What follows belongs to an exercise in optimizing a design on an open flow for small area, a short achievable clock period and few clock cycles per item; a production flow would make more cautious choices.
In this exercise RTL edits were held to simulation tests only and were not proved equivalent to the original.
Power figures rest on the tool's default switching activity, not on a simulated workload.

## design/flow/design.v

```verilog
module SHA(
	input logic PCLK_IN,
	input logic [4:0] PADDR_IN,
	input logic PRESETn_IN,
	input logic PSEL_IN,
	input logic PENABLE_IN,
	input logic PWRITE_IN,
	input logic [31:0] PWDATA_IN,
	output logic PREADY_OUT,
	output logic [31:0] PRDATA_OUT);
	localparam logic [31:0] K0 = 32'h5a827999, K1 = 32'h6ed9eba1,
	                        K2 = 32'h8f1bbcdc, K3 = 32'hca62c1d6;
	logic [31:0] M [16];    
	logic [15:0] zf;        
	logic [31:0] S [16];    
	logic [31:0] H [5];     
	logic [31:0] a, b, c, d, eKW;
	logic [6:0] p;          
	logic [15:0] oh;        
	logic [15:0] th;        
	logic sch;              
	logic [3:0] tgt;        
	logic [1:0] kn;         
	logic [31:0] F1, F0;    
	logic xrot;             
	logic yen;              
	logic ok;               
	logic busy;             
	wire rdy = !busy;
	wire rst = !PRESETn_IN;
	wire we = PSEL_IN & !PENABLE_IN & PWRITE_IN & rdy;
	wire [3:0] k = PADDR_IN[4] ? 4'd15 : PADDR_IN[3:0];
	logic [15:0] wk;        
	always_comb for (int j = 0; j < 16; j++) wk[j] = we && k == j;
	wire ld = rdy & (!ok | p[4]);     
	wire hazard = we & (ld ? (k == 4'd0) : th[k]);
	wire last = !rdy & (p == 7'd80);
	logic [31:0] f;
	always_comb for (int i = 0; i < 32; i++) f[i] = b[i] ? F1[i] : F0[i];
	wire [31:0] a5 = {a[26:0], a[31:27]};
	wire [31:0] T = a5 + f + eKW;
	wire [31:0] cn = {b[1:0], b[31:2]};
	wire [31:0] cxd = cn ^ c;
	wire [31:0] F1n = (kn == 2'd0) ? cn : (kn == 2'd2) ? (cn | c) : ~cxd;
	wire [31:0] F0n = (kn == 2'd0) ? c : (kn == 2'd2) ? (cn & c) : cxd;
	wire [31:0] kv = (kn == 2'd0) ? K0 : (kn == 2'd1) ? K1 : (kn == 2'd2) ? K2 : K3;
	wire [31:0] eKWn = d + kv + S[15];
	logic [31:0] msel;
	always_comb begin
		msel = 32'd0;
		for (int j = 0; j < 16; j++)
			if ((ld ? (j == 1) : oh[j]) && !zf[j]) msel = msel | M[j];
	end
	wire [3:0] tw = ld ? 4'd1 : tgt;   
	wire wsel = we & (ld | !sch) & (k == tw);
	wire [31:0] wrec = S[13] ^ S[8] ^ S[2] ^ S[0];
	wire [31:0] wn = wsel ? PWDATA_IN : (sch & !ld) ? {wrec[30:0], wrec[31]} : msel;
	wire [31:0] m0 = zf[0] ? 32'd0 : M[0];
	wire [31:0] X = rdy ? K0 : xrot ? {a[1:0], a[31:2]} : a;
	wire [31:0] Y = yen ? M[0] : 32'd0;
	wire [31:0] hsum = H[4] + X + Y;
	wire ring = !rdy & (p >= 7'd76);
	always_ff @(posedge PCLK_IN) begin
		for (int j = 0; j < 16; j++)
			if (wk[j]) M[j] <= PWDATA_IN;
		if (rst) zf <= 16'hffff;
		else zf <= zf & ~wk;
		for (int j = 0; j < 14; j++) S[j] <= S[j+1];
		S[14] <= ld ? m0 : S[15];
		S[15] <= wn;
		if (ld) begin
			a <= H[0]; b <= H[1]; c <= H[2]; d <= H[3]; eKW <= hsum;
			F1 <= H[2]; F0 <= H[3];
		end else begin
			a <= T; b <= a; c <= cn; d <= c; eKW <= eKWn;
			F1 <= F1n; F0 <= F0n;
		end
		if (rst || ld || last) begin
			p <= 7'd0;
			oh <= 16'h0004;
			tgt <= 4'd2;
			th <= 16'h0003;
			sch <= 1'b0;
			kn <= 2'd0;
		end else begin
			p <= p + 7'd1;
			oh <= {oh[14:0], 1'b0};
			tgt <= tgt + 4'd1;
			th <= {th[14:0], 1'b1};
			sch <= sch | oh[15];
			if (p == 7'd18) kn <= 2'd1;
			if (p == 7'd38) kn <= 2'd2;
			if (p == 7'd58) kn <= 2'd3;
		end
		xrot <= (p <= 7'd77);
		yen <= rdy_n & !zf_n0;
		if (rst) begin
			PREADY_OUT <= 1'b1;
			busy <= 1'b0;
			ok <= 1'b0;
		end else begin
			if (last || hazard) ok <= 1'b0;
			else if (ld) ok <= 1'b1;
			PREADY_OUT <= rdy_n;
			busy <= !rdy_n;
		end
		if (rst) begin
			H[0] <= 32'h67452301;
			H[1] <= 32'hefcdab89;
			H[2] <= 32'h98badcfe;
			H[3] <= 32'h10325476;
			H[4] <= 32'hc3d2e1f0;
		end else if (ring) begin
			H[0] <= hsum; H[1] <= H[0]; H[2] <= H[1]; H[3] <= H[2]; H[4] <= H[3];
		end
		case (PADDR_IN)
			5'd16: PRDATA_OUT <= H[0];
			5'd17: PRDATA_OUT <= H[1];
			5'd18: PRDATA_OUT <= H[2];
			5'd19: PRDATA_OUT <= H[3];
			5'd20: PRDATA_OUT <= H[4];
			default: PRDATA_OUT <= 32'd0;
		endcase
	end
	wire rdy_n = rst | (rdy ? !(PSEL_IN & PENABLE_IN) : last);
	wire zf_n0 = rst | (zf[0] & !wk[0]);
endmodule
```

## design/flow/flow/run.sh

```bash
#!/bin/bash
# The standard layout with: the standard synthesis script, its logic mapped
# by a delay-oriented ABC script; repair_timing aiming for a larger setup slack;
# a clock tree of larger sink clusters without dummy loads; buf_2 port buffers.
set -euo pipefail
here=$PWD
{ head -1 synth_recipe.tcl; sed "s|@ABC_SCRIPT@|$here/flow/delay.abc|" flow/abc_override.tcl; tail -n +2 synth_recipe.tcl; } > my_synth.tcl
bash standard.sh SYNTH_SCRIPT=$here/my_synth.tcl SETUP_SLACK_MARGIN=8.0 \
  "CTS_ARGS=-sink_clustering_enable -repair_clock_nets -dont_use_dummy_load -sink_clustering_size 24 -sink_clustering_max_diameter 100" \
  "BUFFER_PORTS_ARGS=-buffer_cell sky130_fd_sc_hd__buf_2" \
  finish > standard.log 2>&1
```

## design/flow/flow/abc_override.tcl

```tcl
# Map the logic with a delay-oriented ABC script (structural hashing, then a
# choice computation and a delay-driven cut mapping), instead of
# ORFS's abc_speed.script. Only the combinational mapping changes.
proc abc {args} {
  set i [lsearch -exact $args -script]
  if {$i >= 0} { set args [lreplace $args $i [expr {$i + 1}] -script @ABC_SCRIPT@] }
  yosys abc {*}$args
}
```

## design/flow/flow/delay.abc

```
strash; dch; map -D 1500; topo; buffer -c; upsize -c; dnsize -c
```

## design/flow/standard.sh

```bash
#!/bin/bash
# synth_recipe.tcl (not shown) runs the flow's synth.tcl, then flattens the netlist and writes it again
# the make line also repeats each setting of config.mk as NAME=value (left out here)
make -C /OpenROAD-flow-scripts/flow DESIGN_CONFIG=/design/flow/config.mk WORK_HOME=/design/flow/orfs CLKGATE_MAP_FILE= SYNTH_SCRIPT=/design/flow/synth_recipe.tcl "${@:-finish}"
```

## design/flow/config.mk

```make
export PLATFORM = sky130hd
export DESIGN_NAME = SHA
export DESIGN_NICKNAME = SHA
export VERILOG_FILES = /design/flow/design.v
export SDC_FILE = /design/flow/constraint.sdc
export NUM_CORES = 8
export LEC_CHECK = 0
export CAP_MARGIN = 20
export CORE_MARGIN = 2
export CORE_UTILIZATION = 50
export GPL_TIMING_DRIVEN = 1
export PLACE_DENSITY = 0.6
export SLEW_MARGIN = 20
export TNS_END_PERCENT = 5
```

## design/flow/constraint.sdc

```tcl
create_clock -name core_clock -period 11.0 [get_ports {PCLK_IN}]
set_input_delay 2.2000 -clock core_clock [delete_from_list [all_inputs] [get_ports {PCLK_IN}]]
set_output_delay 2.2000 -clock core_clock [all_outputs]
set_load 0.01 [all_outputs]
```

==> metrics.csv, run 1 <==
metric,value,unit
drc,0,
grt_max_degree,103,
fill_cells,9507,
row_count,122,
place_ws,5.24,ns
die_y,339,µm
worst_slew_margin_rel,35.5,%
io_buffers,74,
drtIter0Drc,3617,
path_clk_slew,0.09,ns
placed_area,58200,µm²
wl_per_cell,24.5,µm
area_delta_synth_final,13.4,%
cts-buffers-inserted,74,
power.leakage,24.5,nW
die_w,339,µm
multi_input_area,20200,µm²
seq_area,35300,µm²
setup_ws,7.59,ns
total_power,12.6,mW
antenna_found_initial,11,
synth-warning-count,4,
dr_total_vias,38700,
period_share,31.0,%
grt_use_total,28.3,%
hold_path.class,reg -> reg,
placed_cells,6603,
io-pin-count,75,
crit_start,PADDR_IN[4],
slew_viol_final,0,
drive_gt1_share,13.9,%
post-route-cell-area,63600,µm²
syn_area,56100,µm²
dieArea,115000,µm²
r2r-start,xrot,
crit_arrival,3.73,ns
cts_tree,yes,
dp_hpwl,106000,µm
gp_congestion,0.946,
synth_cell_types,52,
synth-main-ff-cell,dfxtp_1,
synth-seq-cells,1503,
yosysSeqAreaShare,62.7,%
insertion_delay,0.69,ns
max_freq,294,MHz
layoutNonFillerInstCount,6806,
fin_skew,0.0701,ns
outcome,no timing/DRC/antenna violations,
r2r_end,eKW[25],
yosys.area.top_type_share,35.4,%
h-tree-depth,3,
min_from,S[7][13],
crit_required,11.32,ns
synth_top_cell_by_area,dfxtp_1,
grt_pass1_vias,36700,
final_common_cell,dfxtp_1,
clock-sinks,1503,
ir_worst_vdd,178,µV
wl,167000,µm
worst_pin_slew,0.968,ns
synth_nets,5505,
drv_cap,0,
num-nets-final,5616,
finish.utilization,57.3,%
syn_area_per_cell,10.8,µm²
routed_via_density,5.68,
firstDrtPassIters,12,
clockBufferDepth,3,
finalCriticalPeriod,3.41,ns
rsz0062_at_grt,true,
powerDensity,198,nW/µm²
r2r_slack,7.65,ns
coreArea,111000,µm²
setup_viol,0,
cp-end-kind,flop,
grt_first_pass_wirelength,242000,µm
final_cell_mix,"dfxtp_1 (965), nand2_1 (635), o21ai_0 (543)",
worst_setup_path_start_kind,primary input,
endpoint,M[1][17],
holdWs,0.313,ns
initial_utilization,50.6,%
synthTopCellsByArea,"dfxtp_1 (35%), edfxtp_1 (27%), o21ai_0 (5.7%)",
crit_type,in -> reg,
hold_violations,0,
setup-tns-final,0,ns
synth_cells,5204,
synthArstFlopShare,0,%
synth-edff-count,512,
cp_max_fo,33,
overflow,0,
clock-root-buffer,clkbuf_16,
rr_worst_depth,18,
detail-route-antenna-nets,0,
-- power breakdown --
part,switching (mW),internal (mW)
Combinational,2.22,1.30
Sequential,0.225,5.97
Clock,1.68,1.21
-- logic make-up (layout without fill, tap and decap cells) --
| group | count (synthesis) | count (layout) | synth area share, % |
|---|---|---|---|
| flip-flops | 1503 | 1503 | 62.7 |
| AO/OA/AOI/OAI | 1345 | 1345 | 13.9 |
| AND/OR/NAND/NOR | 1165 | 1166 | 8.33 |
| buffers and inverters | 742 | 850 | 5.02 |
| adder cells (fa/ha/maj) | 259 | 259 | 7.01 |
| XOR/XNOR | 183 | 183 | 2.86 |
| multiplexers | 7 | 7 | 0.127 |
| other | 0 | 5 | 0 |
-- flip-flops by register name, indices dropped and copies added (netlist names), 14 cells and up --
register,count
F0,32
F1,32
H,160
M,512
PRDATA_OUT,32
S,512
a,32
b,32
c,32
d,32
eKW,32
oh,14
th,14
zf,16
-- critical path: stages --
cell and delay, ns:
buf_4 0.16, nor2_2 0.21, inv_2 0.08, nor2_2 0.20, inv_4 0.12, nor3_4 0.16, buf_4 0.52
-- worst min path at each step --
stage	end	slack, ns	cells after the start
3_3_place_gp	S[2][13]	0.31	0
5_1_grt	S[9][17]	0.32	0
2_1_floorplan	S[0][0]	0.31	0
4_1_cts	S[9][17]	0.31	0
3_5_place_dp	S[11][3]	0.31	0
6_report	S[6][13]	0.31	0
-- layer usage --
| metal | GRT usage (%) | part of all wire, % | wire, µm |
|---|---|---|---|
| met1 | 42.0 | 45 | 75400 |
| met2 | 43.0 | 44 | 73200 |
| met3 | 4.00 | 7.6 | 12700 |
| met4 | 8.56 | 3.4 | 5690 |
| met5 | 0 | 0.017 | 28 |
-- Yosys cell counts (7+ instances only) --
library cell / count
a211oi_1: 38
nor3_1: 38
a22oi_1: 125
ha_1: 167
xor2_1: 87
nand2_1: 694
nand4_1: 35
fa_1: 92
dfxtp_1: 991
edfxtp_1: 512
a2111oi_0: 7
nand3_1: 102
o21ai_0: 636
a21oi_1: 353
xnor2_1: 96
nor4_1: 9
a32o_1: 10
a22o_1: 34
nor2_1: 280
buf_2: 20
buf_1: 16
clkbuf_1: 183
a31oi_1: 11
inv_1: 513
a221oi_1: 71
-- cell type report --
| type | count | area share [%] |
|---|---|---|
| inverter | 522 | 3.24 |
| timing repair inverter | 7 | 0.175 |
| timing repair buffer | 247 | 3.50 |
| multi-input combinational | 2960 | 31.8 |
| antenna | 5 | 0.0197 |
| sequential | 1503 | 55.4 |
| clock buffer | 74 | 2.91 |
| tap | 1488 | 2.93 |
-- repair_timing --
item | in CTS | in global routing
gates resized for setup | 285 | 367
setup buffers | 53 | 56
gates cloned | 12 | 3
endpoints found under the setup margin | 939 | 891
pin swaps | 59 | 96
hold buffers | 0 | 0
Testbench counts, summed over its fixed seeds: cycles 34,095, blocks 397.
==> run 2: changes to the inputs <==
--- a/design/flow/flow/run.sh
+++ b/design/flow/flow/run.sh
@@ -5,7 +5,7 @@
 set -euo pipefail
 here=$PWD
 { head -1 synth_recipe.tcl; sed "s|@ABC_SCRIPT@|$here/flow/delay.abc|" flow/abc_override.tcl; tail -n +2 synth_recipe.tcl; } > my_synth.tcl
-bash standard.sh SYNTH_SCRIPT=$here/my_synth.tcl SETUP_SLACK_MARGIN=8.0 \
+bash standard.sh SYNTH_SCRIPT=$here/my_synth.tcl SETUP_SLACK_MARGIN=7.8 \
   "CTS_ARGS=-sink_clustering_enable -repair_clock_nets -dont_use_dummy_load -sink_clustering_size 24 -sink_clustering_max_diameter 100" \
   "BUFFER_PORTS_ARGS=-buffer_cell sky130_fd_sc_hd__buf_2" \
   finish > standard.log 2>&1
==> run 2 against run 1 <==
Wire length grew 0.28%. Sequential power is essentially flat. First-iteration DRC count is 15% higher. Largest cell class unchanged. Synthesized area stayed put. Die area stayed put. Critical path depth fell by 1. Final area shrank 0.21%. Global-route usage rose by 0.15 points.
==> metrics.csv, run 2 <==
metric,value,unit,change
outcome,no timing/DRC/antenna violations,,
synth_cells,5204,,unchanged
hold_violations,0,,unchanged
grt_use_total,28.4,%,+0.15 points
layoutNonFillerInstCount,6809,,+0.044%
clockBufferDepth,3,,unchanged
seq_area,35300,µm²,about the same
crit_arrival,3.70,ns,-0.03 ns
firstDrtPassIters,6,,-6
busiest_layer,met2,,
initial_utilization,50.6,%,unchanged
finalCriticalPeriod,3.41,ns,+0.00177 ns
fin_skew,0.0544,ns,-0.0157 ns
synth.area.mux_share,0.127,%,unchanged
timing.critical_path.buf_inv,2,,-2
holdWs,0.293,ns,-0.0200 ns
dr_total_vias,38700,,-0.026%
area_delta_synth_final,13.1,%,
p_int,8.44,mW,-0.46%
p_sw_share,32.7,%,about the same
synth_nets,5505,,unchanged
cts_tree,yes,,
drtIter0Drc,4169,,+15%
h-tree-depth,3,,unchanged
synthAdderAreaFrac,7.01,%,unchanged
path_cells,buf_2 -> nor2_4 -> nor2_1 -> nand2_4 -> nor3_4 -> buf_4,,
largestRegisters,"M: 512 flops, S: 512 flops, H: 160 flops",,
die_w,339,µm,unchanged
syn_area_per_cell,10.8,µm²,unchanged
min_to,S[8][24],,
worst_setup_path_start_kind,primary input,,
r2r_slack,7.60,ns,-0.05 ns
powerDensity,198,nW/µm²,-0.28%
power.leakage,24.4,nW,-0.28%
drc,0,,unchanged
slew_viol_final,0,,unchanged
pwr-share-comb,27.5,%,-0.4 points
yosys.area.top_type_share,35.4,%,unchanged
synth_top_family_by_area,compound AO/OA/AOI/OAI gates,,
worst_pin_slew,0.908,ns,-0.0603 ns
synth-main-ff-cell,dfxtp_1,,
r2r_end,eKW[28],,
worst_slew_margin_rel,37.9,%,+2.5 points
power_switching,4.11,mW,-0.54%
clock-root-buffer,clkbuf_16,,
final_common_cell,dfxtp_1,,
met1_usage,42.5,%,+0.56 points
synth_cell_types,52,,unchanged
max_freq,293,MHz,about the same
power_frac_clock,23.1,%,+0.2 points
synth_common_cells,"dfxtp_1 (991), nand2_1 (694), o21ai_0 (636), inv_1 (513), edfxtp_1 (512)",,
crit_required,11.30,ns,-0.02 ns
final_cell_mix,"dfxtp_1 (967), nand2_1 (660), o21ai_0 (562)",,
crit_family,buffers and inverters,,
min_from,S[9][24],,
rsz0062_at_grt,true,,
seq_power_share,49.4,%,+0.3 points
slowest_delay,0.56,ns,+0.04 ns
synth-seq-cells,1503,,unchanged
fill_cells,9476,,-0.33%
drive_gt1_share,13.3,%,-0.58 points
dp_hpwl,108000,µm,+1.1%
holdBufCountCts,0,,unchanged
path_clk_slew,0.09,ns,about the same
period_share,31.0,%,about the same
synth_xor_area_share,2.86,%,unchanged
insertion_delay,0.69,ns,about the same
synthTopCellsByArea,"dfxtp_1 (35%), edfxtp_1 (27%), o21ai_0 (5.7%)",,
antenna_found_initial,11,,unchanged
synth_compound_area_share,13.9,%,unchanged
yosys.area_share.simple,8.33,%,unchanged
multi_input_area,20100,µm²,-0.56%
io-pin-count,75,,unchanged
drv_cap,0,,unchanged
use_met3,3.41,%,-0.59 points
cp-end-kind,flop,,
io_buffers,74,,unchanged
grtUsageMet2,42.9,%,about the same
grt_pass1_vias,36200,,-1.3%
synth-warning-count,4,,unchanged
hold_path.class,reg -> reg,,
crit_start,PADDR_IN[4],,
gp_congestion,0.941,,-0.50%
placed_cells,6600,,-0.045%
yosysSeqAreaShare,62.7,%,unchanged
rr_worst_depth,18,,unchanged
routed_via_density,5.68,,about the same
row_count,122,,unchanged
path_depth,6,,-1
setup-tns-final,0,ns,unchanged
grt_first_pass_wirelength,243000,µm,about the same
dieArea,115000,µm²,unchanged
clock-sinks,1503,,unchanged
coreArea,111000,µm²,unchanged
grt_max_degree,158,,+53%
crit_type,in -> reg,,
whs_path_depth,0,,unchanged
cts-buffers-inserted,74,,unchanged
num-nets-final,5622,,+0.11%
die_y,339,µm,unchanged
yosysMostFrequentCell,dfxtp_1,,
cp_slowest_cell,buf_4,,
synthArstFlopShare,0,%,unchanged
cp_max_fo,32,,-3.0%
synth-edff-count,512,,unchanged
setup_viol,0,,unchanged
detail-route-antenna-nets,0,,unchanged
wl_per_cell,24.6,µm,+0.24%
syn_area,56100,µm²,unchanged
synth_top_cell_by_area,dfxtp_1,,
r2r-start,kn[0],,
overflow,0,,unchanged
ir_worst_vdd,154,µV,-14%
wl,167000,µm,+0.28%
-- run 2: cell counts after synthesis --
No cell type changed its count.
-- run 2: worst register-to-register path, delay by kind of cell (launching register included) --
kind                     cells  cell delay (ns)
flip-flops                   1             0.39
adder cells (fa/ha/maj)      3             0.86
XOR/XNOR                     1             0.19
AO/OA/AOI/OAI                5             0.80
buffers and inverters        2             0.25
AND/OR/NAND/NOR              7             0.80
-- run 2: stage by stage --
stage | power [mW] | setup slack (ns) | cell area, µm² | utilization (%)
2_1_floorplan | 8.04 | 6.96 | 56300 | -
3_3_place_gp | 8.96 | 5.29 | 58200 | 52.4
3_5_place_dp | 8.98 | 5.16 | 58200 | 52.4
4_1_cts | 12.1 | 7.56 | 62100 | 56.0
5_1_grt | 13.1 | 7.46 | 63500 | 57.2
6_report | 12.5 | 7.59 | 63500 | 57.2
-- run 2: power by group through the flow --
stage	combinational (mW)	sequential (mW)	clock (mW)
after floorplan	1.83	6.21	0
after global placement	2.65	6.31	0
after detailed placement	2.67	6.31	0
after CTS	2.93	6.19	2.97
after global routing	3.72	6.22	3.14
final	3.45	6.20	2.90
-- run 2: cells by family after synthesis --
family | after synthesis
DFF | 1503
AOI/OAI and AO/OA | 1345
and+or+nand+nor | 1165
buffers and inverters | 742
adders and majority gates | 259
xor gates and xnor gates | 183
muxes | 7
-- run 2: per-layer routing --
| metal | vias up | wire length (µm) | share of wire (%) |
|---|---|---|---|
| met5 | - | 68 | 0.041 |
| met4 | 10 | 5570 | 3.3 |
| met3 | 230 | 11700 | 7.0 |
| met2 | 1427 | 73700 | 44 |
| met1 | 19100 | 76400 | 46 |
| li1 | 17900 | - | - |
-- run 2: how the worst max path moves through the flow --
stage / slack (ns) / end
5_1_grt: 7.46 / eKW[30]
3_5_place_dp: 5.16 / S[15][11]
4_1_cts: 7.56 / PRDATA_OUT[20]
3_3_place_gp: 5.29 / S[15][19]
6_report: 7.59 / M[11][28]
2_1_floorplan: 6.96 / M[11][0]
-- run 2: timing repair --
action	in CTS	in global routing
buffers inserted	71	51
endpoints found under the setup margin	817	727
pin swaps	72	88
gates resized for setup	296	254
cloned	10	1
-- run 2: layout make-up --
class,count,share of cell area (%)
repair inverters,3,0.0650
repair buffers,256,3.61
multi-input cells,2961,31.7
inverters,522,3.24
flip-flops and latches,1503,55.5
well taps,1488,2.93
diodes,2,0.00788
clock buffers,74,2.92
==> run 3: changes to the inputs <==
==> design/flow/flow/run.sh (replaced) <==
#!/bin/bash
# The standard layout with: the standard synthesis script, its logic mapped
# by a delay-oriented ABC script; repair_timing aiming for a larger setup slack;
# a clock tree of larger sink clusters without dummy loads; buf_2 port buffers.
set -euo pipefail
here=$PWD
{ head -1 synth_recipe.tcl; sed "s|@ABC_SCRIPT@|$here/flow/delay.abc|" flow/abc_override.tcl; tail -n +2 synth_recipe.tcl; } > my_synth.tcl
bash standard.sh SYNTH_SCRIPT=$here/my_synth.tcl SETUP_SLACK_MARGIN=8.0 \
  "CTS_ARGS=-sink_clustering_enable -repair_clock_nets -dont_use_dummy_load -sink_clustering_size 28 -sink_clustering_max_diameter 90" \
  "BUFFER_PORTS_ARGS=-buffer_cell sky130_fd_sc_hd__buf_2" \
  finish > standard.log 2>&1
==> run 3 against run 2 <==
Still clean on timing, DRC and antenna. Core utilization down 0.13 points. Global-route usage is 0.30 points lower. Clock power shrank 6%. Clock skew is 0.018 ns higher. Fmax shrank 2.1%. Worst setup slack lost 0.072 ns. Sequential share of layout area up 0.12 points. Final cell count shrank 0.23%. Sequential power about the same. Die area is the same. Largest power group unchanged.
==> metrics.csv, run 3 <==
metric,value,unit,change
overflow,0,,unchanged
synth_cells,5204,,unchanged
synth_nets,5505,,unchanged
detail-route-antenna-nets,0,,unchanged
num-nets-final,5605,,-0.30%
timing.critical_path.buf_inv,4,,+2
grt_use_total,28.1,%,-0.30 points
synth_top_cell_by_area,dfxtp_1,,
period_share,31.6,%,+0.65 points
dr_total_vias,38700,,+0.026%
die_w,339,µm,unchanged
synth-edff-count,512,,unchanged
io-pin-count,75,,unchanged
crit_required,11.46,ns,+0.16 ns
path_cells,buf_4 -> inv_1 -> nor2_2 -> nand3_1 -> buf_4 -> inv_1 -> a22oi_1 -> o2111ai_1,,
drc,0,,unchanged
max_freq,287,MHz,-2.1%
slew_viol_final,0,,unchanged
rsz0062_at_grt,true,,
total_power,12.5,mW,-0.37%
setup-tns-final,0,ns,unchanged
clock-sinks,1503,,unchanged
cts-buffers-inserted,66,,-11%
worst_slew_margin_rel,28.1,%,-9.8 points
insertion_delay,0.69,ns,about the same
coreArea,111000,µm²,unchanged
ir_worst_vdd,189,µV,+23%
placed_area,58200,µm²,about the same
power.leakage,24.4,nW,-0.37%
yosys.area.top_type_share,35.4,%,unchanged
powerDensity,197,nW/µm²,-0.15%
synthArstFlopShare,0,%,unchanged
hold_path.class,reg -> reg,,
row_count,122,,unchanged
grt_first_pass_wirelength,241000,µm,-0.55%
path_depth,8,,+2
post-route-cell-area,63300,µm²,-0.23%
cp_slowest_cell,buf_4,,
cp-end-kind,flop,,
io_buffers,74,,unchanged
worst_pin_slew,1.07,ns,+0.161 ns
wl_per_cell,24.4,µm,-0.71%
rr_worst_depth,17,,-1
antenna_found_initial,8,,-3
cp_max_fo,31,,-3.1%
wl,166000,µm,-0.94%
routed_via_density,5.69,,+0.26%
path_clk_slew,0.11,ns,+0.02 ns
syn_area_per_cell,10.8,µm²,unchanged
cts_tree,yes,,
dieArea,115000,µm²,unchanged
synth-main-ff-cell,dfxtp_1,,
firstDrtPassIters,6,,unchanged
whs_path_depth,0,,unchanged
synthTopCellsByArea,"dfxtp_1 (35%), edfxtp_1 (27%), o21ai_0 (5.7%)",,
clock-root-buffer,clkbuf_16,,
drtIter0Drc,3879,,-7.0%
dp_hpwl,106000,µm,-1.1%
fin_skew,0.0722,ns,+0.0178 ns
hold_violations,0,,unchanged
drive_gt1_share,13.4,%,+0.16 points
largestRegisters,"M: 512 flops, S: 512 flops, H: 160 flops",,
clockBufferDepth,3,,unchanged
syn_area,56100,µm²,unchanged
synth_cell_types,52,,unchanged
final_common_cell,dfxtp_1,,
crit_arrival,3.94,ns,+0.24 ns
setup_viol,0,,unchanged
h-tree-depth,3,,unchanged
synth-warning-count,4,,unchanged
area_delta_synth_final,12.9,%,
crit_family,buffers and inverters,,
die_y,339,µm,unchanged
outcome,no timing/DRC/antenna violations,,
yosysMostFrequentCell,dfxtp_1,,
synth-seq-cells,1503,,unchanged
yosysSeqAreaShare,62.7,%,unchanged
grt_max_degree,103,,-35%
slowest_delay,0.50,ns,-0.06 ns
synth_common_cells,"dfxtp_1 (991), nand2_1 (694), o21ai_0 (636), inv_1 (513), edfxtp_1 (512)",,
gp_congestion,0.946,,+0.50%
drv_cap,0,,unchanged
crit_type,in -> reg,,
initial_utilization,50.6,%,unchanged
finalCriticalPeriod,3.48,ns,+0.0718 ns
grt_pass1_vias,36600,,+0.94%
worst_setup_path_start_kind,primary input,,
final_cell_mix,"dfxtp_1 (967), nand2_1 (646), o21ai_0 (549)",,
holdBufCountCts,0,,unchanged
## run 3: logic make-up (layout without fill, tap and decap cells)
family / after synthesis / count (layout) / share of synthesized area, %
xor+xnor: 183 / 183 / 2.86
fa+ha+maj: 259 / 259 / 7.01
simple gates: 1165 / 1166 / 8.33
flops: 1503 / 1503 / 62.7
mux: 7 / 7 / 0.127
other cells: 0 / 3 / 0
buf+inv: 742 / 839 / 5.02
compound gates: 1345 / 1345 / 13.9
## run 3: stage by stage
| step | hold slack, ns | std cells | worst slack [ns] | utilization, % |
|---|---|---|---|---|
| CTS | 0.306 | 6731 | 7.55 | 55.4 |
| floorplan | 0.310 | 5204 | 6.96 | - |
| global placement | 0.310 | 6603 | 5.36 | 52.5 |
| detailed placement | 0.312 | 6603 | 5.24 | 52.5 |
| finish | 0.302 | 6793 | 7.52 | 57.1 |
| global route | 0.314 | 6792 | 7.49 | 57.1 |
## run 3: what timing repair did
action | in CTS | in global routing
gates resized for setup | 261 | 347
gates cloned | 11 | 3
pin swaps | 48 | 81
setup endpoints to repair | 939 | 913
setup buffers | 51 | 56
## run 3: final timing paths
path               start             end  slack (ns)
max          PADDR_IN[4]  PRDATA_OUT[31]        7.52
min             S[5][29]        S[4][29]        0.30
max reg2reg         xrot         eKW[25]        7.64
min reg2reg     S[5][29]        S[4][29]        0.30
## run 3: power by group
group / leakage [nW] / total [mW] / switching [mW] / internal, mW
clock network: 0.813 / 2.73 / 1.65 / 1.08
registers: 12.7 / 6.19 / 0.224 / 5.97
logic: 10.9 / 3.58 / 2.23 / 1.34
## run 3: final cells by class
class / instances / area, µm²
Antenna cell: 3 / 7.51
Clock buffer: 66 / 1650
Fill cell: 9479 / 47600
Inverter: 522 / 2050
Multi-Input combinational cell: 2960 / 20200
Sequential cell: 1503 / 35300
Tap cell: 1488 / 1860
Timing Repair Buffer: 244 / 2160
Timing Repair inverter: 7 / 116
## run 3: per-layer routing
layer,up-vias,routed length [µm],track usage (%)
li1,17900,-,-
met1,19100,74300,41.8
met2,1445,72800,42.5
met3,239,12800,3.90
met4,6,5890,9.14
met5,-,29,0
==> run 4: changes to the inputs <==
--- a/design/flow/design.v
+++ b/design/flow/design.v
@@ -16,8 +16,6 @@
 	logic [31:0] H [5];     
 	logic [31:0] a, b, c, d, eKW;
 	logic [6:0] p;          
-	logic [15:0] oh;        
-	logic [15:0] th;        
 	logic sch;              
 	logic [3:0] tgt;        
 	logic [1:0] kn;         
@@ -33,7 +31,7 @@
 	logic [15:0] wk;        
 	always_comb for (int j = 0; j < 16; j++) wk[j] = we && k == j;
 	wire ld = rdy & (!ok | p[4]);     
-	wire hazard = we & (ld ? (k == 4'd0) : th[k]);
+	wire hazard = we & (ld ? (k == 4'd0) : (sch | (k < tgt)));
 	wire last = !rdy & (p == 7'd80);
 	logic [31:0] f;
 	always_comb for (int i = 0; i < 32; i++) f[i] = b[i] ? F1[i] : F0[i];
@@ -45,14 +43,15 @@
 	wire [31:0] F0n = (kn == 2'd0) ? c : (kn == 2'd2) ? (cn & c) : cxd;
 	wire [31:0] kv = (kn == 2'd0) ? K0 : (kn == 2'd1) ? K1 : (kn == 2'd2) ? K2 : K3;
 	wire [31:0] eKWn = d + kv + S[15];
+	wire [3:0] tw = ld ? 4'd1 : tgt;   
+	wire tv = ld | !sch;
 	logic [31:0] msel;
 	always_comb begin
 		msel = 32'd0;
 		for (int j = 0; j < 16; j++)
-			if ((ld ? (j == 1) : oh[j]) && !zf[j]) msel = msel | M[j];
+			if (tv && tw == j && !zf[j]) msel = msel | M[j];
 	end
-	wire [3:0] tw = ld ? 4'd1 : tgt;   
-	wire wsel = we & (ld | !sch) & (k == tw);
+	wire wsel = we & tv & (k == tw);   
 	wire [31:0] wrec = S[13] ^ S[8] ^ S[2] ^ S[0];
 	wire [31:0] wn = wsel ? PWDATA_IN : (sch & !ld) ? {wrec[30:0], wrec[31]} : msel;
 	wire [31:0] m0 = zf[0] ? 32'd0 : M[0];
@@ -77,17 +76,13 @@
 		end
 		if (rst || ld || last) begin
 			p <= 7'd0;
-			oh <= 16'h0004;
 			tgt <= 4'd2;
-			th <= 16'h0003;
 			sch <= 1'b0;
 			kn <= 2'd0;
 		end else begin
 			p <= p + 7'd1;
-			oh <= {oh[14:0], 1'b0};
 			tgt <= tgt + 4'd1;
-			th <= {th[14:0], 1'b1};
-			sch <= sch | oh[15];
+			sch <= sch | (tgt == 4'd15);
 			if (p == 7'd18) kn <= 2'd1;
 			if (p == 7'd38) kn <= 2'd2;
 			if (p == 7'd58) kn <= 2'd3;
--- a/design/flow/flow/run.sh
+++ b/design/flow/flow/run.sh
@@ -6,6 +6,6 @@
 here=$PWD
 { head -1 synth_recipe.tcl; sed "s|@ABC_SCRIPT@|$here/flow/delay.abc|" flow/abc_override.tcl; tail -n +2 synth_recipe.tcl; } > my_synth.tcl
 bash standard.sh SYNTH_SCRIPT=$here/my_synth.tcl SETUP_SLACK_MARGIN=8.0 \
-  "CTS_ARGS=-sink_clustering_enable -repair_clock_nets -dont_use_dummy_load -sink_clustering_size 28 -sink_clustering_max_diameter 90" \
+  "CTS_ARGS=-sink_clustering_enable -repair_clock_nets -dont_use_dummy_load -sink_clustering_size 24 -sink_clustering_max_diameter 100" \
   "BUFFER_PORTS_ARGS=-buffer_cell sky130_fd_sc_hd__buf_2" \
   finish > standard.log 2>&1
==> run 4 against run 3 <==
Synthesized cell count down 1.2%. Critical path type is now reg -> reg. Largest power group unchanged. Sequential power is essentially flat. Largest cell class unchanged. Still clean on timing, DRC and antenna. Sequential cell count down 28.
==> metrics.csv, run 4 <==
metric,value,unit,change
outcome,no timing/DRC/antenna violations,,
synth-edff-count,512,,unchanged
grt_pass1_vias,35900,,-1.7%
hold_violations,0,,unchanged
synthArstFlopShare,0,%,unchanged
clockBufferDepth,3,,unchanged
final_common_cell,dfxtp_1,,
row_count,122,,unchanged
power_frac_clock,22.4,%,+0.6 points
worst_setup_path_start_kind,flop,,
setup-tns-final,0,ns,unchanged
setup_ws,7.49,ns,-0.0340 ns
cts-buffers-inserted,73,,+11%
clock-sinks,1475,,-1.9%
overflow,0,,unchanged
antenna_found_initial,11,,+3
grt_use_total,29.2,%,+1.1 points
area_delta_synth_final,14.1,%,
h-tree-depth,3,,unchanged
total_power,12.7,mW,+1.8%
synth_top_cell_by_area,dfxtp_1,,
holdBufCountCts,0,,unchanged
final_cell_mix,"dfxtp_1 (932), nand2_1 (553), edfxtp_1 (512)",,
io_buffers,74,,unchanged
synth_cells,5139,,-1.2%
synth_common_cells,"dfxtp_1 (963), nand2_1 (582), inv_1 (529), edfxtp_1 (512), o21ai_0 (461)",,
clock-root-buffer,clkbuf_16,,
gp_congestion,0.956,,+1.1%
yosysSeqAreaShare,62.3,%,-0.45 points
finish.utilization,57.4,%,+0.35 points
synth_cell_types,53,,+1.9%
die_y,338,µm,-0.44%
crit_type,reg -> reg,,
power.leakage,24.8,nW,+2.0%
die_w,338,µm,-0.44%
wl_per_cell,25.2,µm,+3.2%
syn_area_per_cell,10.8,µm²,+0.37%
num-nets-final,5590,,-0.27%
firstDrtPassIters,6,,unchanged
grt_max_degree,223,,+120%
seq_power_share,48.5,%,-1.0 points
synth-main-ff-cell,dfxtp_1,,
routed_via_density,5.77,,+1.3%
cts_tree,yes,,
drive_gt1_share,14.2,%,+0.78 points
crit_arrival,4.04,ns,+0.10 ns
rsz0062_at_grt,true,,
drtIter0Drc,4543,,+17%
synth-warning-count,4,,unchanged
dieArea,114000,µm²,-0.87%
power_switching,4.17,mW,+1.7%
coreArea,111000,µm²,-0.41%
detail-route-antenna-nets,0,,unchanged
pwr-share-comb,29.0,%,+0.4 points
yosys.area.top_type_share,34.7,%,-0.69 points
r2r_slack,7.49,ns,-0.15 ns
synthTopCellsByArea,"dfxtp_1 (35%), edfxtp_1 (28%), o21ai_0 (4.1%)",,
ir_worst_vdd,202,µV,+6.6%
dp_hpwl,109000,µm,+2.2%
placed_area,57700,µm²,-0.91%
period_share,31.9,%,+0.31 points
drc,0,,unchanged
max_freq,285,MHz,-0.97%
wl,171000,µm,+2.9%
finalCriticalPeriod,3.51,ns,+0.0340 ns
dr_total_vias,39100,,+1.0%
p_sw_share,32.8,%,-0.048 points
post-route-cell-area,63500,µm²,+0.20%
drv_cap,0,,unchanged
synth-seq-cells,1475,,-1.9%
yosysMostFrequentCell,dfxtp_1,,
slew_viol_final,0,,unchanged
initial_utilization,50.3,%,-0.24 points
fin_skew,0.0664,ns,-0.00586 ns
syn_area,55600,µm²,-0.88%
cp_max_fo,3,,-90%
setup_viol,0,,unchanged
grt_first_pass_wirelength,243000,µm,+0.74%
insertion_delay,0.69,ns,about the same
largestRegisters,"M: 512 flops, S: 512 flops, H: 160 flops",,
io-pin-count,75,,unchanged
worst_slew_margin_rel,26.0,%,-2.1 points
crit_required,11.52,ns,+0.06 ns
synth_nets,5443,,-1.1%
cp-end-kind,flop,,
powerDensity,200,nW/µm²,+1.6%
p_int,8.55,mW,+1.9%
worst_pin_slew,1.10,ns,+0.0318 ns
hold_path.class,reg -> reg,,
path_clk_slew,0.10,ns,about the same
place_ws,6.00,ns,+0.753 ns
[run 4: final cells by class]
type / count / area (µm²)
multi-input cells: 2895 / 20100
clock buffers: 73 / 1830
inverters: 547 / 2160
well taps: 1488 / 1860
repair buffers: 293 / 2780
fillers: 9305 / 47000
flip-flops and latches: 1475 / 34700
diodes: 4 / 10.0
repair inverters: 1 / 30.0
[run 4: final timing paths]
path	startpoint	to	cells after the start
min reg2reg	S[14][14]	S[13][14]	0
min	S[14][14]	S[13][14]	0
max	b[1]	a[29]	18
max reg2reg	b[1]	a[29]	18
[run 4: per-layer routing]
| layer | up-vias | part of all wire [%] | global-route usage, % |
|---|---|---|---|
| met1 | 19100 | 45 | 44.1 |
| met5 | - | 0.032 | 0 |
| met4 | 8 | 3.7 | 10.4 |
| met3 | 295 | 9.2 | 4.71 |
| li1 | 17900 | - | - |
| met2 | 1760 | 42 | 42.5 |
[run 4: power by group through the flow]
stage / Combinational [mW] / Clock, mW / Sequential (mW)
2_1_floorplan: 1.92 / 0 / 6.14
3_3_place_gp: 2.68 / 0 / 6.28
3_5_place_dp: 2.69 / 0 / 6.28
4_1_cts: 3.00 / 2.91 / 6.16
5_1_grt: 4.00 / 3.09 / 6.20
6_report: 3.70 / 2.85 / 6.18
[run 4: worst max-delay path: stages, from the launching register on]
cell      delay, ns
dfxtp_4        0.39
inv_4          0.05
nand2_2        0.05
nand2_2        0.05
fa_1           0.57
ha_4           0.15
inv_2          0.04
fa_2           0.39
o21ai_4        0.20
a31oi_4        0.15
o31ai_4        0.21
nand2_1        0.08
o211ai_1       0.22
and3_4         0.34
nand2_4        0.08
nor2_4         0.09
nor2_2         0.05
xor2_1         0.16
o21ai_1        0.09
[run 4: per-stage QoR]
stage                     hold WS (ns)  instances
final                            0.291       6776
after CTS                        0.292       6702
after detailed placement         0.312       6535
after global routing             0.303       6772
after floorplan                  0.310       5139
after global placement           0.310       6534
[run 4: cell families after synthesis]
kind of cell,synth area share [%]
xor gates and xnor gates,2.55
and+or+nand+nor,8.13
buffers and inverters,5.25
muxes,0.126
DFF,62.3
adders and majority gates,7.13
AOI/OAI and AO/OA,14.5
[run 4: repair_timing]
item	CTS	global route
resized for setup	350	254
gates cloned	11	7
setup buffers	83	63
pin swaps	84	79
setup endpoints to repair	1027	820
Testbench counts of run 4, summed over its fixed seeds: cycles 34,095, blocks 397.
==> run 5: changes to the inputs <==
--- a/design/flow/flow/run.sh
+++ b/design/flow/flow/run.sh
@@ -5,7 +5,7 @@
 set -euo pipefail
 here=$PWD
 { head -1 synth_recipe.tcl; sed "s|@ABC_SCRIPT@|$here/flow/delay.abc|" flow/abc_override.tcl; tail -n +2 synth_recipe.tcl; } > my_synth.tcl
-bash standard.sh SYNTH_SCRIPT=$here/my_synth.tcl SETUP_SLACK_MARGIN=8.0 \
+bash standard.sh SYNTH_SCRIPT=$here/my_synth.tcl SETUP_SLACK_MARGIN=7.6 \
   "CTS_ARGS=-sink_clustering_enable -repair_clock_nets -dont_use_dummy_load -sink_clustering_size 24 -sink_clustering_max_diameter 100" \
   "BUFFER_PORTS_ARGS=-buffer_cell sky130_fd_sc_hd__buf_2" \
   finish > standard.log 2>&1
==> run 5 against run 4 <==
Critical path type is now in -> reg. Sequential cell count unchanged. Combinational power down 11%. Final area down 2.9%. Via count down 2.5%. Clock skew up 0.0044 ns. Largest cell class unchanged. Fmax down 1.7%. Global-route usage down 0.61 points.
==> metrics.csv, run 5 <==
metric,value,unit,change
crit_arrival,3.87,ns,-0.17 ns
synth_nets,5443,,unchanged
grt_max_degree,223,,unchanged
final_cell_mix,"dfxtp_1 (946), nand2_1 (567), edfxtp_1 (512)",,
dr_total_vias,38100,,-2.5%
synthTopCellsByArea,"dfxtp_1 (35%), edfxtp_1 (28%), o21ai_0 (4.1%)",,
syn_area_per_cell,10.8,µm²,unchanged
grt_use_total,28.6,%,-0.61 points
io-pin-count,75,,unchanged
dp_hpwl,109000,µm,unchanged
routed_via_density,5.68,,-1.4%
grt_pass1_vias,35600,,-1.0%
synth-main-ff-cell,dfxtp_1,,
dieArea,114000,µm²,unchanged
path_cells,buf_2 -> nor2_1 -> inv_1 -> nor2_1 -> inv_1 -> nor2_4 -> buf_4,,
synth_cells,5139,,unchanged
synth-seq-cells,1475,,unchanged
yosysMostFrequentCell,dfxtp_1,,
synth-warning-count,4,,unchanged
slowest_delay,0.50,ns,-0.07 ns
seq_power_share,50.1,%,+1.6 points
holdBufCountCts,0,,unchanged
drc,0,,unchanged
cp_max_fo,33,,+30
detail-route-antenna-nets,0,,unchanged
worst_pin_slew,1.11,ns,+0.0106 ns
finalCriticalPeriod,3.57,ns,+0.0601 ns
finish.utilization,55.8,%,-1.7 points
place_ws,6.00,ns,unchanged
firstDrtPassIters,6,,unchanged
slew_viol_final,0,,unchanged
setup_viol,0,,unchanged
p_sw_share,32.5,%,-0.29 points
crit_type,in -> reg,,
wl,165000,µm,-3.5%
drive_gt1_share,10.7,%,-3.5 points
total_power,12.3,mW,-3.3%
initial_utilization,50.3,%,unchanged
period_share,32.5,%,+0.55 points
h-tree-depth,3,,unchanged
path_clk_slew,0.09,ns,about the same
setup-tns-final,0,ns,unchanged
yosys.area.top_type_share,34.7,%,unchanged
hold_path.class,reg -> reg,,
final_common_cell,dfxtp_1,,
power_frac_clock,23.1,%,+0.7 points
power_switching,4.00,mW,-4.1%
clock-sinks,1475,,unchanged
synthArstFlopShare,0,%,unchanged
die_w,338,µm,unchanged
powerDensity,200,nW/µm²,-0.40%
antenna_found_initial,11,,unchanged
clockBufferDepth,3,,unchanged
max_freq,280,MHz,-1.7%
die_y,338,µm,unchanged
drtIter0Drc,4263,,-6.2%
grt_first_pass_wirelength,237000,µm,-2.4%
pwr-share-comb,26.7,%,-2.3 points
synth_cell_types,53,,unchanged
setup_ws,7.43,ns,-0.0601 ns
synth_top_cell_by_area,dfxtp_1,,
coreArea,111000,µm²,unchanged
io_buffers,74,,unchanged
yosysSeqAreaShare,62.3,%,unchanged
worst_setup_path_start_kind,primary input,,
power.leakage,24.2,nW,-2.4%
cp-end-kind,flop,,
clock-root-buffer,clkbuf_16,,
outcome,no timing/DRC/antenna violations,,
num-nets-final,5520,,-1.3%
ir_worst_vdd,193,µV,-4.4%
p_int,8.31,mW,-2.8%
wl_per_cell,24.6,µm,-2.5%
rsz0062_at_grt,true,,
worst_slew_margin_rel,25.3,%,-0.71 points
crit_required,11.30,ns,-0.22 ns
fin_skew,0.0708,ns,+0.00442 ns
row_count,122,,unchanged
drv_cap,0,,unchanged
hold_violations,0,,unchanged
synth_common_cells,"dfxtp_1 (963), nand2_1 (582), inv_1 (529), edfxtp_1 (512), o21ai_0 (461)",,
synth-edff-count,512,,unchanged
area_delta_synth_final,10.8,%,
gp_congestion,0.956,,unchanged
insertion_delay,0.69,ns,about the same
syn_area,55600,µm²,unchanged
cts-buffers-inserted,73,,unchanged
fill_cells,9529,,+2.4%
largestRegisters,"M: 512 flops, S: 512 flops, H: 160 flops",,
cts_tree,yes,,
overflow,0,,unchanged
cp_slowest_cell,buf_4,,
-- run 5: timing repair --
action / CTS / global route
setup endpoints to repair: 818 / 567
cloned: 5 / 0
pin swaps: 48 / 66
buffers inserted: 44 / 45
resized for setup: 157 / 170
-- run 5: power groups by stage --
stage / combinational (mW) / sequential [mW] / clock [mW]
6_report: 3.29 / 6.17 / 2.85
5_1_grt: 3.60 / 6.19 / 3.09
4_1_cts: 2.87 / 6.16 / 2.91
3_5_place_dp: 2.69 / 6.28 / 0
3_3_place_gp: 2.68 / 6.28 / 0
2_1_floorplan: 1.92 / 6.14 / 0
-- run 5: cells by family (layout without fill, tap and decap cells) --
family | count (synthesis) | in the layout | share of synthesized area, %
DFF | 1475 | 1475 | 62.3
AOI/OAI and AO/OA | 1353 | 1353 | 14.5
and+or+nand+nor | 1110 | 1110 | 8.13
buffers and inverters | 770 | 845 | 5.25
adders and majority gates | 262 | 262 | 7.13
xor gates and xnor gates | 162 | 162 | 2.55
muxes | 7 | 7 | 0.126
other | 0 | 3 | 0
-- run 5: path summary, 6_finish.rpt --
check	endpoint	from	cells after the start	slack, ns
worst max-delay path	M[8][30]	PADDR_IN[4]	7	7.43
worst min-delay path	S[13][14]	S[14][14]	0	0.29
worst max register to register	a[29]	b[1]	18	7.44
worst min register to register	S[13][14]	S[14][14]	0	0.29
-- run 5: per-layer routing --
| layer | track usage (%) | part of all wire (%) |
|---|---|---|
| met5 | 0 | 0.025 |
| met4 | 11.0 | 4.0 |
| met3 | 6.32 | 9.6 |
| met2 | 41.3 | 42 |
| met1 | 42.0 | 44 |
-- run 5: stage by stage --
stage / hold slack [ns] / std cells / cell area [µm²]
final: 0.291 / 6705 / 61600
after global routing: 0.303 / 6702 / 61600
after CTS: 0.292 / 6657 / 60700
after detailed placement: 0.312 / 6535 / 57700
after global placement: 0.310 / 6534 / 57700
after floorplan: 0.310 / 5139 / 55700
-- run 5: area by class of cell --
class | count | area (µm²) | share of cell area, %
repair inverters | 1 | 16.3 | 0.0264
inverters | 547 | 2110 | 3.42
multi-input cells | 2894 | 19300 | 31.3
flip-flops and latches | 1475 | 34700 | 56.3
well taps | 1488 | 1860 | 3.02
clock buffers | 73 | 1830 | 2.96
diodes | 3 | 7.51 | 0.0122
repair buffers | 224 | 1840 | 2.99
-- run 5: critical path, delay by kind of cell --
family | cells | cell delay (ns)
buffers and inverters | 4 | 0.96
AND/OR/NAND/NOR | 3 | 0.68
==> run 6: changes to the inputs <==
==> design/flow/flow/delay.abc (replaced) <==
strash; dch; map -D 1500
==> run 6 against run 5 <==
Synthesized area is 1.5% lower. Die area fell by 1.5%. First-iteration DRC count about the same. Wire length fell by 1.9%. Final area decreased by 0.14%. Worst setup slack got worse by 0.13 ns. Critical path depth down 1. Critical path type unchanged.
==> metrics.csv, run 6 <==
metric,value,unit,change
ir_worst_vdd,159,µV,-17%
synthArstFlopShare,0,%,unchanged
io_buffers,74,,unchanged
holdBufCountCts,0,,unchanged
setup_viol,0,,unchanged
overflow,0,,unchanged
synth_cell_types,40,,-25%
wl,162000,µm,-1.9%
synth-seq-cells,1475,,unchanged
hold_violations,0,,unchanged
finalCriticalPeriod,3.71,ns,+0.133 ns
yosys.area.top_type_share,35.2,%,+0.54 points
crit_required,11.53,ns,+0.23 ns
slew_viol_final,0,,unchanged
r2r_slack,7.38,ns,-0.06 ns
worst_setup_path_start_kind,primary input,,
syn_area_per_cell,11.1,µm²,+2.9%
max_freq,270,MHz,-3.6%
cp-end-kind,flop,,
final_cell_mix,"dfxtp_1 (936), nand2_1 (570), edfxtp_1 (512)",,
worst_pin_slew,0.976,ns,-0.135 ns
drc,0,,unchanged
die_y,335,µm,-0.77%
period_share,33.7,%,+1.2 points
synth_common_cells,"dfxtp_1 (963), nand2_1 (587), clkinv_1 (547), edfxtp_1 (512), o21ai_0 (474)",,
rsz0062_at_grt,true,,
dp_hpwl,106000,µm,-2.6%
yosysSeqAreaShare,63.3,%,+0.98 points
insertion_delay,0.67,ns,-0.02 ns
yosysMostFrequentCell,dfxtp_1,,
drtIter0Drc,4259,,-0.094%
cp_max_fo,30,,-9.1%
grt_first_pass_wirelength,237000,µm,-0.18%
crit_type,in -> reg,,
crit_start,PADDR_IN[4],,
clock-sinks,1475,,unchanged
synth-edff-count,512,,unchanged
busiest_layer,met2,,
synth_top_cell_by_area,dfxtp_1,,
synthTopCellsByArea,"dfxtp_1 (35%), edfxtp_1 (28%), o21ai_0 (4.3%)",,
crit_arrival,4.23,ns,+0.36 ns
synth-warning-count,4,,unchanged
fin_skew,0.0533,ns,-0.0175 ns
setup-tns-final,0,ns,unchanged
rr_worst_depth,19,,+1
fill_cells,9221,,-3.2%
grt_pass1_vias,35700,,+0.46%
power.leakage,22.5,nW,-7.2%
r2r-start,busy,,
outcome,no timing/DRC/antenna violations,,
antenna_found_initial,8,,-3
num-nets-final,5537,,+0.31%
drv_cap,0,,unchanged
synth_cells,4916,,-4.3%
post-route-cell-area,61600,µm²,-0.14%
total_power,12.3,mW,+0.26%
r2r_end,eKW[4],,
holdWs,0.296,ns,+0.00512 ns
drive_gt1_share,11.7,%,+0.96 points
syn_area,54800,µm²,-1.5%
wl_per_cell,24.3,µm,-1.0%
min_to,S[13][11],,
whs_path_depth,0,,unchanged
firstDrtPassIters,6,,unchanged
detail-route-antenna-nets,0,,unchanged
dieArea,112000,µm²,-1.5%
gp_congestion,0.906,,-5.3%
final_common_cell,dfxtp_1,,
met1_usage,42.8,%,+0.80 points
synth-main-ff-cell,dfxtp_1,,
synth_nets,5220,,-4.1%
routed_via_density,5.73,,+0.78%
coreArea,109000,µm²,-1.6%
grtUsageMet2,42.9,%,+1.7 points
grt_max_degree,97,,-57%
clockBufferDepth,3,,unchanged
min_from,S[14][11],,
cts_tree,yes,,
hold_path.class,reg -> reg,,
die_w,335,µm,-0.77%
cts-buffers-inserted,72,,-1.4%
row_count,121,,-0.82%
worst_slew_margin_rel,34.9,%,+9.6 points
largestRegisters,"M: 512 flops, S: 512 flops, H: 160 flops",,
initial_utilization,50.4,%,about the same
placed_area,57600,µm²,-0.15%
grt_use_total,28.6,%,-0.071 points
powerDensity,200,nW/µm²,+0.40%
path_clk_slew,0.10,ns,about the same
area_delta_synth_final,12.4,%,
h-tree-depth,3,,unchanged
dr_total_vias,38100,,-0.063%
io-pin-count,75,,unchanged
clock-root-buffer,clkbuf_16,,
use_met3,3.97,%,-2.3 points
[run 6: cell count changes after synthesis, moves of 12 or more]
cell,previous run,this run
o21ai_1,12,0
a22o_2,0,43
o21ai_0,461,474
clkbuf_1,186,0
clkinv_1,4,547
inv_1,529,0
a22o_1,43,0
buf_1,13,0
buf_2,24,0
inv_2,14,0
[run 6: area by class of cell]
class,count,area [µm²],share of cell area [%]
sequential,1475,34700,56.4
multi-input combinational,2894,19200,31.1
inverter,547,2150,3.49
timing repair buffer,242,1930,3.13
clock buffer,72,1800,2.93
tap,1414,1770,2.87
timing repair inverter,1,16.3,0.0264
antenna,4,10.0,0.0163
[run 6: what timing repair did]
| action | in CTS | in global routing |
|---|---|---|
| resized for setup | 225 | 111 |
| buffers inserted | 69 | 34 |
| endpoints found under the setup margin | 547 | 621 |
| pin swaps | 47 | 39 |
| cloned | 3 | 0 |
[run 6: routing by layer]
layer	share of wire (%)	wire, µm
met1	46	73800
met2	43	70000
met3	7.7	12500
met4	3.2	5250
met5	0.017	27
[run 6: critical path, stage by stage]
cell	delay [ns]
buf_2	0.13
clkinv_1	0.20
nor4_2	0.37
buf_6	0.44
clkinv_1	0.39
o211ai_1	0.45
[run 6: report_power, final]
group	total (mW)	switching (mW)	leakage, nW	internal, mW
clock network	2.82	1.64	0.887	1.18
logic	3.38	2.10	9.16	1.28
registers	6.14	0.259	12.4	5.89
total	12.3	4.00	22.5	8.34
[run 6: how the worst max path moves through the flow]
stage | cells after the start | slack [ns] | endpoint
final | 6 | 7.29 | PRDATA_OUT[30]
after detailed placement | 19 | 5.96 | eKW[30]
after global routing | 20 | 7.26 | eKW[31]
after global placement | 13 | 6.06 | S[15][21]
after CTS | 18 | 7.16 | a[24]
after floorplan | 6 | 1.79 | tgt[1]
[run 6: metrics by stage]
stage               cells  util, %  setup slack, ns
floorplan            4916        -             1.79
global placement     6467     53.0             6.06
detailed placement   6467     53.0             5.96
CTS                  6611     56.1             7.16
global route         6647     56.6             7.26
finish               6649     56.6             7.29
[run 6: cell families after synthesis]
group           after synthesis  share of synthesized area [%]
buf+inv                     547                           3.75
fa+ha+maj                   262                           7.25
flops                      1475                           63.3
mux                           7                          0.128
compound gates             1353                           14.8
simple gates               1110                           8.20
xor+xnor                    162                           2.59
==> run 7: changes to the inputs <==
--- a/design/flow/flow/run.sh
+++ b/design/flow/flow/run.sh
@@ -5,7 +5,7 @@
 set -euo pipefail
 here=$PWD
 { head -1 synth_recipe.tcl; sed "s|@ABC_SCRIPT@|$here/flow/delay.abc|" flow/abc_override.tcl; tail -n +2 synth_recipe.tcl; } > my_synth.tcl
-bash standard.sh SYNTH_SCRIPT=$here/my_synth.tcl SETUP_SLACK_MARGIN=7.6 \
+bash standard.sh SYNTH_SCRIPT=$here/my_synth.tcl SETUP_SLACK_MARGIN=7.8 \
   "CTS_ARGS=-sink_clustering_enable -repair_clock_nets -dont_use_dummy_load -sink_clustering_size 24 -sink_clustering_max_diameter 100" \
   "BUFFER_PORTS_ARGS=-buffer_cell sky130_fd_sc_hd__buf_2" \
   finish > standard.log 2>&1
==> design/flow/flow/delay.abc (replaced) <==
strash; dch; map -D 1500; topo; buffer -c; upsize -c; dnsize -c
--- a/design/flow/config.mk
+++ b/design/flow/config.mk
@@ -7,8 +7,8 @@
 export LEC_CHECK = 0
 export CAP_MARGIN = 20
 export CORE_MARGIN = 2
-export CORE_UTILIZATION = 50
+export CORE_UTILIZATION = 55
 export GPL_TIMING_DRIVEN = 1
-export PLACE_DENSITY = 0.6
+export PLACE_DENSITY = 0.65
 export SLEW_MARGIN = 20
 export TNS_END_PERCENT = 5
==> run 7 against run 6 <==
Register-to-register slack improved by 0.13 ns. First-iteration DRC count rose by 8.6%. Sequential share of layout area fell by 0.47 points. Final area rose by 0.86%. Critical path depth rose by 1.
==> metrics.csv, run 7 <==
metric,value,unit,change
outcome,no timing/DRC/antenna violations,,
gp_congestion,0.979,,+8.1%
grt_use_total,30.9,%,+2.3 points
crit_type,in -> reg,,
routed_via_density,5.94,,+3.7%
period_share,32.2,%,-1.5 points
dp_hpwl,105000,µm,-0.45%
crit_required,11.53,ns,about the same
holdBufCountCts,0,,unchanged
synth_xor_area_share,2.55,%,-0.040 points
rsz0062_at_grt,true,,
yosysMostFrequentCell,dfxtp_1,,
cts_tree,yes,,
multi_input_area,19700,µm²,+2.5%
dr_total_vias,38800,,+1.8%
placed_cells,6344,,-1.9%
synth-seq-cells,1475,,unchanged
grt_pass1_vias,35800,,+0.23%
die_w,322,µm,-3.9%
setup-tns-final,0,ns,unchanged
synth_nets,5443,,+4.3%
die_y,322,µm,-3.9%
finalCriticalPeriod,3.54,ns,-0.168 ns
whs_path_depth,0,,unchanged
synth.area.mux_share,0.126,%,-0.0020 points
largestRegisters,"M: 512 flops, S: 512 flops, H: 160 flops",,
synthArstFlopShare,0,%,unchanged
r2r-start,b[1],,
wl_per_cell,25.0,µm,+2.8%
r2r_end,a[29],,
row_count,116,,-4.1%
synthAdderAreaFrac,7.13,%,-0.11 points
r2r_slack,7.51,ns,+0.13 ns
overflow,0,,unchanged
io_buffers,74,,unchanged
clock-root-buffer,clkbuf_16,,
worst_slew_margin_rel,32.9,%,-2.1 points
worst_pin_slew,0.998,ns,+0.0223 ns
min_to,S[13][4],,
grt_max_degree,103,,+6.2%
syn_area_per_cell,10.8,µm²,-2.8%
drtIter0Drc,4625,,+8.6%
path_clk_slew,0.10,ns,about the same
num-nets-final,5532,,-0.090%
cp-end-kind,flop,,
rr_worst_depth,18,,-1
drc,0,,unchanged
setup_viol,0,,unchanged
coreArea,100000,µm²,-7.9%
final_common_cell,dfxtp_1,,
fin_skew,0.0675,ns,+0.0142 ns
hold_path.class,reg -> reg,,
worst_setup_path_start_kind,primary input,,
ir_worst_vdd,158,µV,-1.0%
min_from,S[14][4],,
drv_cap,0,,unchanged
yosys.area_share.simple,8.13,%,-0.064 points
dieArea,104000,µm²,-7.6%
clock-sinks,1475,,unchanged
wl,163000,µm,+0.91%
synth_top_cell_by_area,dfxtp_1,,
synth-warning-count,4,,unchanged
synth-main-ff-cell,dfxtp_1,,
yosysSeqAreaShare,62.3,%,-0.98 points
synth_top_family_by_area,compound AO/OA/AOI/OAI gates,,
powerDensity,203,nW/µm²,+1.3%
layoutNonFillerInstCount,6527,,-1.8%
final_cell_mix,"dfxtp_1 (934), nand2_1 (557), edfxtp_1 (512)",,
drive_gt1_share,12.2,%,+0.57 points
synth_compound_area_share,14.5,%,-0.31 points
detail-route-antenna-nets,0,,unchanged
clockBufferDepth,3,,unchanged
cts-buffers-inserted,73,,+1.4%
synth-edff-count,512,,unchanged
synth_common_cells,"dfxtp_1 (963), nand2_1 (582), inv_1 (529), edfxtp_1 (512), o21ai_0 (461)",,
max_freq,283,MHz,+4.7%
slew_viol_final,0,,unchanged
h-tree-depth,3,,unchanged
synth_cell_types,53,,+33%
synth_cells,5139,,+4.5%
hold_violations,0,,unchanged
power.leakage,24.4,nW,+8.5%
cp_max_fo,18,,-40%
seq_area,34700,µm²,about the same
syn_area,55600,µm²,+1.6%
antenna_found_initial,9,,+1
crit_arrival,4.07,ns,-0.16 ns
initial_utilization,55.5,%,+5.2 points
area_delta_synth_final,11.6,%,
fill_cells,8070,,-12%
io-pin-count,75,,unchanged
synthTopCellsByArea,"dfxtp_1 (35%), edfxtp_1 (28%), o21ai_0 (4.1%)",,
yosys.area.top_type_share,34.7,%,-0.54 points
grt_first_pass_wirelength,235000,µm,-0.61%
insertion_delay,0.68,ns,about the same
firstDrtPassIters,9,,+3
-- run 7: changes by cell type after synthesis, moves of 24 or more --
| cell | change |
|---|---|
| buf_2 | +24 |
| clkbuf_1 | +186 |
| clkinv_1 | -543 |
| inv_1 | +529 |
| a22o_1 | +43 |
| a22o_2 | -43 |
-- run 7: worst max path at each step --
stage,from,endpoint,slack (ns),depth (start not counted)
3_3_place_gp,xrot,eKW[30],6.21,19
4_1_cts,b[1],a[25],7.57,17
6_report,PADDR_IN[4],PRDATA_OUT[25],7.46,7
5_1_grt,busy,H[0][31],7.37,20
3_5_place_dp,xrot,eKW[30],6.17,19
2_1_floorplan,PADDR_IN[4],M[0][0],6.95,5
-- run 7: layout make-up --
class | instances | share of cell area (%)
repair inverters | 1 | 0.0262
flip-flops and latches | 1475 | 55.9
well taps | 1298 | 2.62
diodes | 3 | 0.0121
repair buffers | 236 | 3.37
inverters | 547 | 3.46
multi-input cells | 2894 | 31.7
clock buffers | 73 | 2.94
-- run 7: repair_timing --
action | in CTS | in global routing
setup buffers | 52 | 46
gates cloned | 7 | 2
setup endpoints to repair | 858 | 715
pin swaps | 47 | 100
gates resized for setup | 219 | 263
-- run 7: cell families (layout without fill, tap and decap cells) --
group           Yosys count  after routing
compound gates         1353           1353
xor+xnor                162            162
other cells               0              3
flops                  1475           1475
fa+ha+maj               262            262
buf+inv                 770            857
mux                       7              7
simple gates           1110           1110
-- run 7: routing by layer --
| layer | vias up | part of all wire [%] | track usage, % |
|---|---|---|---|
| met1 | 18900 | 44 | 46.5 |
| li1 | 17800 | - | - |
| met3 | 273 | 10 | 6.14 |
| met2 | 1867 | 43 | 44.9 |
| met4 | 6 | 2.9 | 9.38 |
| met5 | - | 0.025 | 0 |
-- run 7: stage by stage --
step	area, µm²	hold WS (ns)	setup slack, ns	power, mW	util [%]
5_1_grt	62100	0.316	7.37	13.2	62.0
3_5_place_dp	57400	0.312	6.17	8.94	57.3
6_report	62100	0.308	7.46	12.6	62.0
2_1_floorplan	55700	0.310	6.95	8.06	-
4_1_cts	60700	0.313	7.57	12.0	60.6
3_3_place_gp	57400	0.310	6.21	8.92	57.3
-- run 7: power breakdown --
group / total [mW] / internal (mW) / switching (mW)
Sequential: 6.16 / 5.89 / 0.268
Clock: 2.85 / 1.19 / 1.66
Combinational: 3.61 / 1.43 / 2.17
Total: 12.6 / 8.51 / 4.10
-- run 7: worst max-delay path, stage by stage --
cell	delay, ns
buf_2	0.19
inv_1	0.16
nor4_2	0.32
buf_6	0.33
buf_4	0.32
inv_1	0.20
o211ai_1	0.34
==> run 8: changes to the inputs <==
--- a/design/flow/config.mk
+++ b/design/flow/config.mk
@@ -7,8 +7,8 @@
 export LEC_CHECK = 0
 export CAP_MARGIN = 20
 export CORE_MARGIN = 2
-export CORE_UTILIZATION = 55
+export CORE_UTILIZATION = 45
 export GPL_TIMING_DRIVEN = 1
-export PLACE_DENSITY = 0.65
+export PLACE_DENSITY = 0.55
 export SLEW_MARGIN = 20
 export TNS_END_PERCENT = 5
==> run 8 against run 7 <==
Via count down 1.7%. Worst hold slack got worse by 0.011 ns. Synthesized cell count unchanged. Core utilization fell by 11 points. Critical endpoint is now PRDATA_OUT[30]. Largest cell class unchanged.
==> metrics.csv, run 8 <==
metric,value,unit,change
outcome,no timing/DRC/antenna violations,,
crit_start,PADDR_IN[4],,
routed_via_density,5.56,,-6.3%
wl_per_cell,24.6,µm,-1.4%
fin_skew,0.0686,ns,+0.00107 ns
largestRegisters,"M: 512 flops, S: 512 flops, H: 160 flops",,
clockBufferDepth,3,,unchanged
pwr-share-comb,27.9,%,-0.7 points
post-route-cell-area,62100,µm²,about the same
initial_utilization,45.5,%,-10 points
placed_area,57900,µm²,+0.77%
crit_arrival,4.09,ns,+0.02 ns
cts_tree,yes,,
antenna_found_initial,8,,-1
multi_input_area,19500,µm²,-0.73%
row_count,128,,+10%
yosys.area.top_type_share,34.7,%,unchanged
worst_pin_slew,0.970,ns,-0.0278 ns
path_cells,buf_2 -> inv_1 -> nor4_2 -> buf_4 -> buf_6 -> inv_1 -> o211ai_1,,
dr_total_vias,38100,,-1.7%
crit_type,in -> reg,,
synth-main-ff-cell,dfxtp_1,,
power.leakage,24.3,nW,-0.48%
drtIter0Drc,4362,,-5.7%
cp-end-kind,flop,,
seq_area,34700,µm²,about the same
ir_worst_vdd,167,µV,+6.1%
powerDensity,202,nW/µm²,-0.68%
slowest_delay,0.34,ns,about the same
cp_slowest_cell,o211ai_1,,
power_switching,4.11,mW,+0.24%
synth-seq-cells,1475,,unchanged
timing.critical_path.buf_inv,5,,unchanged
synth_top_cell_by_area,dfxtp_1,,
num-nets-final,5527,,-0.090%
min_from,S[12][15],,
finalCriticalPeriod,3.53,ns,-0.00522 ns
syn_area,55600,µm²,unchanged
worst_slew_margin_rel,35.3,%,+2.4 points
synth-warning-count,4,,unchanged
drv_cap,0,,unchanged
r2r_slack,7.50,ns,about the same
cpMostUsedCell,inv_1,,
yosysMostFrequentCell,dfxtp_1,,
insertion_delay,0.69,ns,about the same
firstDrtPassIters,6,,-3
synth_nets,5443,,unchanged
area_delta_synth_final,11.7,%,about the same
io_buffers,74,,unchanged
run 8: layer usage:
layer  up-vias  GRT usage (%)  part of all wire, %
met1     18700           40.3                   47
li1      17700              -                    -
met5         -              0                0.047
met3       185           3.89                  8.3
met2      1510           38.9                   43
met4        12           5.94                  2.0
run 8: worst register-to-register path: cells and delay by family, from the launching register on:
family,cells,cell delay (ns)
fa+ha+maj,3,1.10
compound gates,5,0.86
simple gates,7,0.77
flops,1,0.35
xor+xnor,1,0.20
buf+inv,2,0.11
run 8: how the worst min path moves through the flow:
| stage | slack [ns] | endpoint | cells past startpoint |
|---|---|---|---|
| after floorplan | 0.31 | S[0][0] | 0 |
| after global placement | 0.31 | S[10][25] | 0 |
| after detailed placement | 0.31 | S[13][4] | 0 |
| after CTS | 0.29 | S[11][15] | 0 |
| after global routing | 0.29 | S[11][15] | 0 |
| final | 0.30 | S[11][15] | 0 |
run 8: repair_timing:
| item | CTS | global route |
|---|---|---|
| cloned | 4 | 0 |
| gates resized for setup | 255 | 154 |
| endpoints found under the setup margin | 857 | 684 |
| pin swaps | 65 | 70 |
| endpoints found under the hold margin | 0 | 0 |
| buffers inserted | 57 | 38 |
run 8: cells by family after synthesis:
kind of cell,share of synthesized area (%)
multiplexers,0.126
flip-flops,62.3
AO/OA/AOI/OAI,14.5
buffers and inverters,5.25
AND/OR/NAND/NOR,8.13
XOR/XNOR,2.55
adder cells (fa/ha/maj),7.13
run 8: stage by stage:
| step | total power, mW | hold WS [ns] | cells | setup WS (ns) | utilization (%) |
|---|---|---|---|---|---|
| after floorplan | 8.06 | 0.310 | 5139 | 6.95 | - |
| after global placement | 9.00 | 0.310 | 6674 | 6.15 | 47.3 |
| after detailed placement | 9.01 | 0.312 | 6674 | 6.03 | 47.3 |
| after CTS | 12.1 | 0.290 | 6808 | 7.52 | 50.1 |
| after global routing | 13.1 | 0.290 | 6846 | 7.36 | 50.8 |
| final | 12.5 | 0.296 | 6849 | 7.47 | 50.8 |
run 8: power by group through the flow:
stage	clock, mW	combinational, mW	sequential (mW)
6_report	2.87	3.49	6.17
5_1_grt	3.12	3.80	6.19
4_1_cts	2.94	2.99	6.16
3_5_place_dp	0	2.73	6.28
3_3_place_gp	0	2.72	6.29
2_1_floorplan	0	1.92	6.14
run 8: cell type report:
type	instances	area share (%)
flip-flops and latches	1475	55.9
clock buffers	73	2.94
inverters	547	3.42
repair buffers	232	3.04
diodes	3	0.0121
multi-input cells	2894	31.4
well taps	1625	3.27

Re-timed with assumed drivers on the ports (clkbuf_16 on the clock, buf_2 on other inputs), run 8 has 7.446 ns of setup slack against 7.466 ns with ideal ports, and 6.710 ns once port delays also move by the mid clock arrival of 0.736 ns.
